Source: an optimization exercise on an open RTL-to-GDS flow (aim: small area, a short achievable clock period and few clock cycles per item). Production flows keep margins and buffers that such runs may drop.
Only simulation tests tie the RTL to the original design; equivalence was not proved.

==> trial 86 <==
Design fir_filter, start of the top module:
module fir_filter (
    input logic clk,
    input logic n_rst,
    input logic [15:0] sample_data,
    input logic [15:0] fir_coefficient,
    input logic load_coeff,
    input logic data_ready,
    output logic one_k_samples,
    output logic modwait,
    output logic [15:0] fir_out,
    output logic err
);
Settings: LEC_CHECK=0, ABC_AREA=1, CAP_MARGIN=20, CORE_MARGIN=2, CORE_UTILIZATION=55, SLEW_MARGIN=20; clock period 11.0 ns.
standard.sh (not shown) runs the stock make flow with config.mk's settings and CLKGATE_MAP_FILE= SYNTH_SCRIPT=/design/flow/synth_recipe.tcl, a recipe that flattens the netlist after the stock synthesis.
==> flow/flow/run.sh <==
#!/bin/bash
# The standard layout (the standard.sh: the standard synthesis, then
# floorplan, place, CTS, route and finish), with repair_timing asked to reach
# more setup slack than the design's clock period needs. Make's output goes
# to flow_make.log; each ORFS step keeps its own log under orfs/logs/.
set -euo pipefail
bash standard.sh SETUP_SLACK_MARGIN=7.7 finish > flow_make.log 2>&1
==> inputs of trial 34, as changes to trial 86 <==
--- a/flow/design.v
+++ b/flow/design.v
@@ -116,50 +116,55 @@
     input  logic        st2_we_b,     
     input  logic        bank_clear,   
     output logic        ovf,          
     output logic [15:0] fir_out
 );
     logic [15:0] f0, f1, f2, f3;
     logic [15:0] x0, x1, x2;
-    always_ff @(posedge clk or negedge n_reset) begin
-        if (!n_reset) begin
-            f0 <= '0; f1 <= '0; f2 <= '0; f3 <= '0;
-        end else begin
-            if (f_we[0]) f0 <= fir_coefficient;
-            if (f_we[1]) f1 <= fir_coefficient;
-            if (f_we[2]) f2 <= fir_coefficient;
-            if (f_we[3]) f3 <= fir_coefficient;
-        end
+    logic [3:0]  fv;
+    logic [2:0]  xv;
+    always_ff @(posedge clk) begin
+        if (f_we[0]) f0 <= fir_coefficient;
+        if (f_we[1]) f1 <= fir_coefficient;
+        if (f_we[2]) f2 <= fir_coefficient;
+        if (f_we[3]) f3 <= fir_coefficient;
     end
-    always_ff @(posedge clk or negedge n_reset) begin
-        if (!n_reset) begin
-            x0 <= '0; x1 <= '0; x2 <= '0;
-        end else if (shift) begin
+    always_ff @(posedge clk) begin
+        if (shift) begin
             x0 <= sample_data;
             x1 <= x0;
             x2 <= x1;
         end
     end
+    always_ff @(posedge clk or negedge n_reset) begin
+        if (!n_reset) begin
+            fv <= '0;
+            xv <= '0;
+        end else begin
+            fv <= fv | f_we;
+            if (shift) xv <= {xv[1:0], 1'b1};
+        end
+    end
     logic [15:0] xalt, fpre, a_next;
     logic [17:0] fpre3;
     always_comb begin
         case (alt_a_sel)
-            2'd1: xalt = x0;
-            2'd2: xalt = x1;
-            default: xalt = x2;
+            2'd1: xalt = x0 & {16{xv[0]}};
+            2'd2: xalt = x1 & {16{xv[1]}};
+            default: xalt = x2 & {16{xv[2]}};
         endcase
     end
     always_ff @(posedge clk) begin
         if (f_byp) fpre <= fir_coefficient;
         else begin
             case (f_sel)
-                2'd0: fpre <= f0;
-                2'd1: fpre <= f1;
-                2'd2: fpre <= f2;
-                default: fpre <= f3;
+                2'd0: fpre <= f0 & {16{fv[0]}};
+                2'd1: fpre <= f1 & {16{fv[1]}};
+                2'd2: fpre <= f2 & {16{fv[2]}};
+                default: fpre <= f3 & {16{fv[3]}};
             endcase
         end
     end
     triple triple (.f(fpre), .f3(fpre3));
     assign a_next = a_use_x ? xalt : sample_data;
     logic [7:0]  op_s1, op_s2, op_s3;
     logic [15:0] op_f;
@@ -169,26 +174,29 @@
             op_s1[j] <= a_next[2*j] & ~a_next[2*j+1];
             op_s2[j] <= ~a_next[2*j] & a_next[2*j+1];
             op_s3[j] <= a_next[2*j] & a_next[2*j+1];
         end
         op_f  <= fpre;
         op_f3 <= fpre3;
     end
-    logic [31:0] rs, rc;
-    mul_tree tree (.s1(op_s1), .s2(op_s2), .s3(op_s3), .f(op_f), .f3(op_f3), .rs(rs), .rc(rc));
-    logic [31:0] ps, pc;
+    logic [31:9] rs, rc;
+    logic        cl;
+    mul_tree tree (.s1(op_s1), .s2(op_s2), .s3(op_s3), .f(op_f), .f3(op_f3), .rs(rs), .rc(rc), .cl(cl));
+    logic [31:9] ps, pc;
+    logic        pcl;
     always_ff @(posedge clk) begin
-        ps <= rs;
-        pc <= rc;
+        ps  <= rs;
+        pc  <= rc;
+        pcl <= cl;
     end
-    logic [31:0] prod;
+    logic [31:9] prod;
     logic [15:0] p;                    
     logic        pneg;                 
     logic        pov;                  
-    assign prod = ps + pc;
+    assign prod = ps + pc + {22'd0, pcl};
     always_ff @(posedge clk) begin
         p    <= prod[30:15] ^ {16{st2a_neg}};
         pneg <= st2a_neg;
         pov  <= prod[31];
     end
     logic [18:0] pe;
     assign pe = {{3{pneg}}, p};
@@ -261,16 +269,17 @@
 endmodule
 module mul_tree (
     input  logic [7:0]  s1,    
     input  logic [7:0]  s2,    
     input  logic [7:0]  s3,    
     input  logic [15:0] f,     
     input  logic [17:0] f3,    
-    output logic [31:0] rs,    
-    output logic [31:0] rc
+    output logic [31:9] rs,    
+    output logic [31:9] rc,
+    output logic        cl     
 );
     logic pp0_0, pp0_1, pp0_2, pp0_3, pp0_4, pp0_5, pp0_6, pp0_7, pp0_8, pp0_9, pp0_10, pp0_11, pp0_12, pp0_13, pp0_14, pp0_15, pp0_16, pp0_17, pp1_0, pp1_1, pp1_2, pp1_3, pp1_4, pp1_5, pp1_6, pp1_7, pp1_8, pp1_9, pp1_10, pp1_11, pp1_12, pp1_13, pp1_14, pp1_15, pp1_16, pp1_17, pp2_0, pp2_1, pp2_2, pp2_3, pp2_4, pp2_5, pp2_6, pp2_7, pp2_8, pp2_9, pp2_10, pp2_11, pp2_12, pp2_13, pp2_14, pp2_15, pp2_16, pp2_17, pp3_0, pp3_1, pp3_2, pp3_3, pp3_4, pp3_5, pp3_6, pp3_7, pp3_8, pp3_9, pp3_10, pp3_11, pp3_12, pp3_13, pp3_14, pp3_15, pp3_16, pp3_17, pp4_0, pp4_1, pp4_2, pp4_3, pp4_4, pp4_5, pp4_6, pp4_7, pp4_8, pp4_9, pp4_10, pp4_11, pp4_12, pp4_13, pp4_14, pp4_15, pp4_16, pp4_17, pp5_0, pp5_1, pp5_2, pp5_3, pp5_4, pp5_5, pp5_6, pp5_7, pp5_8, pp5_9, pp5_10, pp5_11, pp5_12, pp5_13, pp5_14, pp5_15, pp5_16, pp5_17, pp6_0, pp6_1, pp6_2, pp6_3, pp6_4, pp6_5, pp6_6, pp6_7, pp6_8, pp6_9, pp6_10, pp6_11, pp6_12, pp6_13, pp6_14, pp6_15, pp6_16, pp6_17, pp7_0, pp7_1, pp7_2, pp7_3, pp7_4, pp7_5, pp7_6, pp7_7, pp7_8, pp7_9, pp7_10, pp7_11, pp7_12, pp7_13, pp7_14, pp7_15, pp7_16, pp7_17, hs0, hc0, fs0, fc0, fs1, fc1, hs1, hc1, fs2, fc2, fs3, fc3, fs4, fc4, fs5, fc5, fs6, fc6, fs7, fc7, fs8, fc8, hs2, hc2, fs9, fc9, hs3, hc3, fs10, fc10, hs4, hc4, hs5, hc5, fs11, fc11, fs12, fc12, hs6, hc6, fs13, fc13, fs14, fc14, fs15, fc15, fs16, fc16, fs17, fc17, fs18, fc18, fs19, fc19, fs20, fc20, fs21, fc21, fs22, fc22, fs23, fc23, fs24, fc24, fs25, fc25, fs26, fc26, fs27, fc27, fs28, fc28, fs29, fc29, fs30, fc30, fs31, fc31, fs32, fc32, fs33, fc33, fs34, fc34, fs35, fc35, fs36, fc36, fs37, fc37, hs7, hc7, fs38, fc38, hs8, hc8, hs9, hc9, fs39, fc39, fs40, fc40, fs41, fc41, fs42, fc42, fs43, fc43, fs44, fc44, fs45, fc45, fs46, fc46, fs47, fc47, fs48, fc48, fs49, fc49, fs50, fc50, fs51, fc51, fs52, fc52, fs53, fc53, fs54, fc54, fs55, fc55, fs56, fc56, fs57, fc57, fs58, fc58, hs10, hc10, hs11, hc11, fs59, fc59, fs60, fc60, fs61, fc61, fs62, fc62, fs63, fc63, fs64, fc64, fs65, fc65, fs66, fc66, fs67, fc67, fs68, fc68, fs69, fc69, fs70, fc70, fs71, fc71, fs72, fc72, fs73, fc73, fs74, fc74, fs75, fc75, fs76, fc76, fs77, fc77, fs78, fc78, fs79, fc79, fs80, fc80, fs81, fc81, fs82, fc82, hs12, hc12;
     assign pp0_0 = (s1[0] & f[0]) | (s3[0] & f3[0]);
     assign pp0_1 = (s1[0] & f[1]) | (s2[0] & f[0]) | (s3[0] & f3[1]);
     assign pp0_2 = (s1[0] & f[2]) | (s2[0] & f[1]) | (s3[0] & f3[2]);
     assign pp0_3 = (s1[0] & f[3]) | (s2[0] & f[2]) | (s3[0] & f3[3]);
     assign pp0_4 = (s1[0] & f[4]) | (s2[0] & f[3]) | (s3[0] & f3[4]);
@@ -601,32 +610,26 @@
     assign fc80 = (fc57 & fs58) | (fc57 & pp7_12) | (fs58 & pp7_12);
     assign fs81 = fc58 ^ hs10 ^ pp7_13;
     assign fc81 = (fc58 & hs10) | (fc58 & pp7_13) | (hs10 & pp7_13);
     assign fs82 = hc10 ^ pp6_16 ^ pp7_14;
     assign fc82 = (hc10 & pp6_16) | (hc10 & pp7_14) | (pp6_16 & pp7_14);
     assign hs12 = pp6_17 ^ pp7_15;
     assign hc12 = pp6_17 & pp7_15;
-    assign rs[0] = pp0_0;
-    assign rc[0] = 1'b0;
-    assign rs[1] = pp0_1;
-    assign rc[1] = 1'b0;
-    assign rs[2] = pp0_2;
-    assign rc[2] = pp1_0;
-    assign rs[3] = pp0_3;
-    assign rc[3] = pp1_1;
-    assign rs[4] = hs11;
-    assign rc[4] = pp2_0;
-    assign rs[5] = hc11;
-    assign rc[5] = fs59;
-    assign rs[6] = fc59;
-    assign rc[6] = fs60;
-    assign rs[7] = fc60;
-    assign rc[7] = fs61;
-    assign rs[8] = fc61;
-    assign rc[8] = fs62;
+    logic [9:0] lc;
+    assign lc[0] = 1'b0;
+    assign lc[1] = pp0_0 & lc[0];
+    assign lc[2] = pp0_1 & lc[1];
+    assign lc[3] = (pp0_2 & pp1_0) | ((pp0_2 | pp1_0) & lc[2]);
+    assign lc[4] = (pp0_3 & pp1_1) | ((pp0_3 | pp1_1) & lc[3]);
+    assign lc[5] = (hs11 & pp2_0) | ((hs11 | pp2_0) & lc[4]);
+    assign lc[6] = (hc11 & fs59) | ((hc11 | fs59) & lc[5]);
+    assign lc[7] = (fc59 & fs60) | ((fc59 | fs60) & lc[6]);
+    assign lc[8] = (fc60 & fs61) | ((fc60 | fs61) & lc[7]);
+    assign lc[9] = (fc61 & fs62) | ((fc61 | fs62) & lc[8]);
+    assign cl = lc[9];
     assign rs[9] = fc62;
     assign rc[9] = fs63;
     assign rs[10] = fc63;
     assign rc[10] = fs64;
     assign rs[11] = fc64;
     assign rc[11] = fs65;
     assign rs[12] = fc65;
==> flow/flow/run.sh (replaced) <==
#!/bin/bash
# The standard layout (the standard.sh: the standard synthesis, then
# floorplan, place, CTS, route and finish), with repair_timing asked to reach
# more setup slack than the design's clock period needs. Make's output goes
# to flow_make.log; each ORFS step keeps its own log under orfs/logs/.
set -euo pipefail
bash standard.sh SETUP_SLACK_MARGIN=8.0 finish > flow_make.log 2>&1
- ABC_AREA: 1 -> default
- CORE_UTILIZATION: 55 -> 70
- CTS_CLUSTER_DIAMETER: default -> 100
- CTS_CLUSTER_SIZE: default -> 24
==> results.txt <==
Avg Inst Size Synth 10.6 um2; outcome complete, no violations; synth top area cells edfxtp_1 17%, dfxtp_1 14%, dfrtp_1 11%; Worst-Margin Slew 1.06 ns; Final Skew 0.0211 ns
-- figures above: trial 34

==> results.txt <==
outcome complete, no violations; synth top area cells dfrtp_1 21%, dfxtp_1 14%, nand2_1 12%; Avg Inst Size Synth 7.77 um2
-- figures above: trial 86

Testbench counts of trial 86, summed over its fixed seeds: cycles 32,288, samples 8,040.
Testbench counts of trial 34, summed over its fixed seeds: cycles 32,288, samples 8,040.

==> re-timing with driven ports <==
How much do the figures lean on ideal ports? The routed layouts below were timed once more, with nothing changed but the port constraints.
Step 1, drivers: a clkbuf_16 drives clk and a buf_2 each remaining input, both assumed.
Step 2 times the ports against the registers' clock, not the clock port: input delays grow and output delays shrink by t, the midpoint of the rising clock arrivals with the driver on.
Three values: ideal, step 1, step 2; two values: the first two.
run | t, ns | setup slack, ns | pins driven straight from the clock port
trial 86 | 0.625 | 7.653 / 7.595 / 7.465 | 1
trial 34 | 0.584 | 7.676 / 7.623 / 7.562 | 1
After both steps every run listed still meets setup and hold. For trial 86, which loses most, drivers alone change the setup slack by -0.058 ns; drivers and shift together by -0.188 ns. The worst setup slack also covers recovery checks on asynchronous resets.
